From an optimization exercise on the open Yosys and OpenROAD flow, aimed at small area; shortcuts taken in it are not production practice.
The RTL was checked by simulation tests, not by an equivalence proof against the original design.
No activity file was given, so power comes from the tool's default toggle rates.

==> inputs of job 5769 <==
==> flow/design.v (excerpt) <==
module tlb_16(
    input clk,
    input rst,
    input   [18:0]  s0_vpn2,
    input           s0_odd_page,
    input   [ 7:0]  s0_asid,
    output          s0_found,
    output  [ 3:0]  s0_index,
    output  [19:0]  s0_pfn,
    output  [ 2:0]  s0_c,
    output          s0_d,
    output          s0_v,
    input   [18:0]  s1_vpn2,
    input           s1_odd_page,
    input   [ 7:0]  s1_asid,
    output          s1_found,
    output  [ 3:0]  s1_index,
    output  [19:0]  s1_pfn,
    output  [ 2:0]  s1_c,
    output          s1_d,
    output          s1_v,   
    input           we, 
    input   [ 3:0]  w_index,
    input   [18:0]  w_vpn2,
    input   [ 7:0]  w_asid,
    input           w_g,
    input   [19:0]  w_pfn0,
    input   [ 2:0]  w_c0,
    input           w_d0,
    input           w_v0,
    input   [19:0]  w_pfn1,
    input   [ 2:0]  w_c1,
    input           w_d1,
    input           w_v1,
    input   [ 3:0]  r_index,
    output  [18:0]  r_vpn2,
    output  [ 7:0]  r_asid,
    output          r_g,
    output  [19:0]  r_pfn0,
    output  [ 2:0]  r_c0,
    output          r_d0,
    output          r_v0,  
    output  [19:0]  r_pfn1,
    output  [ 2:0]  r_c1,
    output          r_d1,
    output          r_v1
);
clock: 10.0 ns
lec_check: 0
cap_margin: 20
core_margin: 2
core_utilization: 40
slew_margin: 30
synth_hierarchical: 1
synth_minimum_keep_size: 0
run.sh (not shown) runs the stock make flow with config.mk's settings and CLKGATE_MAP_FILE= SYNTH_SCRIPT=/design/flow/synth_recipe.tcl, a recipe that flattens the netlist after the stock synthesis.
==> inputs of job 5435, as changes to job 5769 <==
==> flow/flow/run.sh (new file) <==
#!/bin/bash
# The standard layout, with two changes to how it is built:
#  - port buffers use the smallest buffer (buf_1) instead of the default pick;
#  - clock tree synthesis uses clkbuf_16 leaf clusters of at most 24 sinks
#    within 100 um, and inserts no dummy loads.
# The full make output goes to flow_make.log in this folder; ORFS's own
# per-step logs are under orfs/logs/.
set -euo pipefail
bash standard.sh \
  BUFFER_PORTS_ARGS="-buffer_cell sky130_fd_sc_hd__buf_1" \
  CTS_ARGS="-sink_clustering_enable -repair_clock_nets -dont_use_dummy_load -buf_list sky130_fd_sc_hd__clkbuf_16 -sink_clustering_size 24 -sink_clustering_max_diameter 100" \
  finish > flow_make.log 2>&1
==> flow/standard.sh (new file) <==
#!/bin/bash
# synth_recipe.tcl (not shown) runs the flow's synth.tcl, then flattens the netlist and writes it again
# the make line also repeats each setting of config.mk as NAME=value (left out here)
make -C /OpenROAD-flow-scripts/flow DESIGN_CONFIG=/design/flow/config.mk WORK_HOME=/design/flow/orfs CLKGATE_MAP_FILE= SYNTH_SCRIPT=/design/flow/synth_recipe.tcl "${@:-finish}"
removed: flow/run.sh
==> comparison table <==
                                                             job 5435         job 5769
Metal1 wirelength                                           121000 um        125000 um
Startpoint of the worst hold path                         dat[15][32]       dat[1][46]
Routed length on met3                                        54900 um         60300 um
Run status                           no timing/DRC/antenna violations  no timing/DRC/antenna violations
Insertion delay to the later sink of the worst-skew pair       760 ps           800 ps
Share of cells above drive strength 1                           5.81%            9.52%
Multi-input logic portion of the cell area                      48.3%            44.1%
Antenna diode count                                                12               22
Detailed-route via count                                        69500            71300
Pre-CTS WS                                                    1280 ps          1030 ps
Iteration count of the initial detailed-routing pass               17               22
Slowest-stage cell, CP                                        nor2b_4  clkdlybuf4s50_1
Pwr per Cell Area                                          170 mW/mm2       195 mW/mm2
Sum of routed wire length over all layers                   339000 um        349000 um
Post-route cell area                                       0.0647 mm2       0.0708 mm2

* * *

==> try-ember <==
Starting RTL as in the previous note.
==> flow/config.mk <==
export PLATFORM = sky130hd
export DESIGN_NAME = tlb_16
export DESIGN_NICKNAME = tlb_16
export VERILOG_FILES = /design/flow/design.v
export SDC_FILE = /design/flow/constraint.sdc
export NUM_CORES = 4
export LEC_CHECK = 0
export CAP_MARGIN = 20
export CORE_MARGIN = 2
export CORE_UTILIZATION = 40
export SLEW_MARGIN = 30
export SYNTH_HIERARCHICAL = 1
export SYNTH_MINIMUM_KEEP_SIZE = 0
==> flow/constraint.sdc <==
create_clock -name core_clock -period 10.0 [get_ports {clk}]
set_input_delay 2.0000 -clock core_clock [delete_from_list [all_inputs] [get_ports {clk}]]
set_output_delay 2.0000 -clock core_clock [all_outputs]
set_load 0.01 [all_outputs]
standard.sh (not shown) runs the stock make flow with config.mk's settings and CLKGATE_MAP_FILE= SYNTH_SCRIPT=/design/flow/synth_recipe.tcl, a recipe that flattens the netlist after the stock synthesis.
==> flow/flow/run.sh <==
#!/bin/bash
# The standard layout, with two changes to how it is built:
#  - port buffers use the smallest buffer (buf_1) instead of the default pick;
#  - clock tree synthesis uses clkbuf_8 leaf clusters of at most 12 sinks
#    within 60 um, and inserts no dummy loads.
# The full make output goes to flow_make.log in this folder; ORFS's own
# per-step logs are under orfs/logs/.
set -euo pipefail
bash standard.sh \
  BUFFER_PORTS_ARGS="-buffer_cell sky130_fd_sc_hd__buf_1" \
  CTS_ARGS="-sink_clustering_enable -repair_clock_nets -dont_use_dummy_load -buf_list sky130_fd_sc_hd__clkbuf_8 -sink_clustering_size 12 -sink_clustering_max_diameter 60" \
  finish > flow_make.log 2>&1
==> inputs of try-onyx, as changes to try-ember <==
==> flow/flow/run.sh (replaced) <==
#!/bin/bash
# The standard layout, with two changes to how it is built:
#  - port buffers use the smallest buffer (buf_1) instead of the default pick;
#  - clock tree synthesis uses clkbuf_8 leaf clusters of at most 10 sinks
#    within 60 um, and inserts no dummy loads.
# The full make output goes to flow_make.log in this folder; ORFS's own
# per-step logs are under orfs/logs/.
set -euo pipefail
bash standard.sh \
  BUFFER_PORTS_ARGS="-buffer_cell sky130_fd_sc_hd__buf_1" \
  CTS_ARGS="-sink_clustering_enable -repair_clock_nets -dont_use_dummy_load -buf_list sky130_fd_sc_hd__clkbuf_8 -sink_clustering_size 10 -sink_clustering_max_diameter 60" \
  finish > flow_make.log 2>&1
==> comparison table <==
item	try-onyx	try-ember
Result of the run	complete, no violations	complete, no violations
Worst min-delay path startpoint	dat[15][32]	dat[15][33]
Combinational share of power	18.7%	19.0%
Transition time at the pin with the least slew margin	1.21 ns	1.21 ns
Detail Route met2 WL	133 mm	133 mm
Wire length of the first global-routing pass	473 mm	472 mm
Number of inserted filler cells in the final layout	14,000	14,100
Area overhead of the layout relative to synthesis	13.7%	13.2%
Clk. pwr	3.27 mW	3.10 mW
Total design power	11.4 mW	11.3 mW
End point of the most critical hold path	dat[15][32]	dat[15][33]
Final-layout clock-cell area share	3.22%	2.90%
Final cell count without fillers	8,368	8,345
Time the final worst path needs with I/O delays and setup	9.30 ns	9.33 ns
Switch share	33.6%	33.8%
Antenna violations before repair	26	24

==> port drivers added, routing unchanged <==
No port has a modelled driver above. Below, the same layouts with a new extraction and two added sets of constraints.
Step 1 assumes that a clkbuf_16 drives the clock port and a buf_2 every other input.
Step 2 also shifts input and output timing later by t, the mid clock arrival at the registers, as if the neighbouring blocks saw the same clock.
a / b / c = ideal / step 1 / step 2; a / b = the first two.
run | t (ns) | setup slack, ns | latest minus earliest clock arrival (ns)
job 5769 | 0.909 | 0.668 / 0.639 / 0.639 | 0.074 / 0.073
job 5435 | 0.829 | 0.775 / 0.715 / 0.715 | 0.114 / 0.114
try-ember | 0.974 | 0.674 / 0.642 / 0.642 | 0.082 / 0.081
try-onyx | 0.992 | 0.703 / 0.670 / 0.670 | 0.093 / 0.093
After both steps every run listed still meets setup and hold. For job 5435, which loses most, drivers alone change the setup slack by -0.060 ns; drivers and shift together by -0.060 ns.
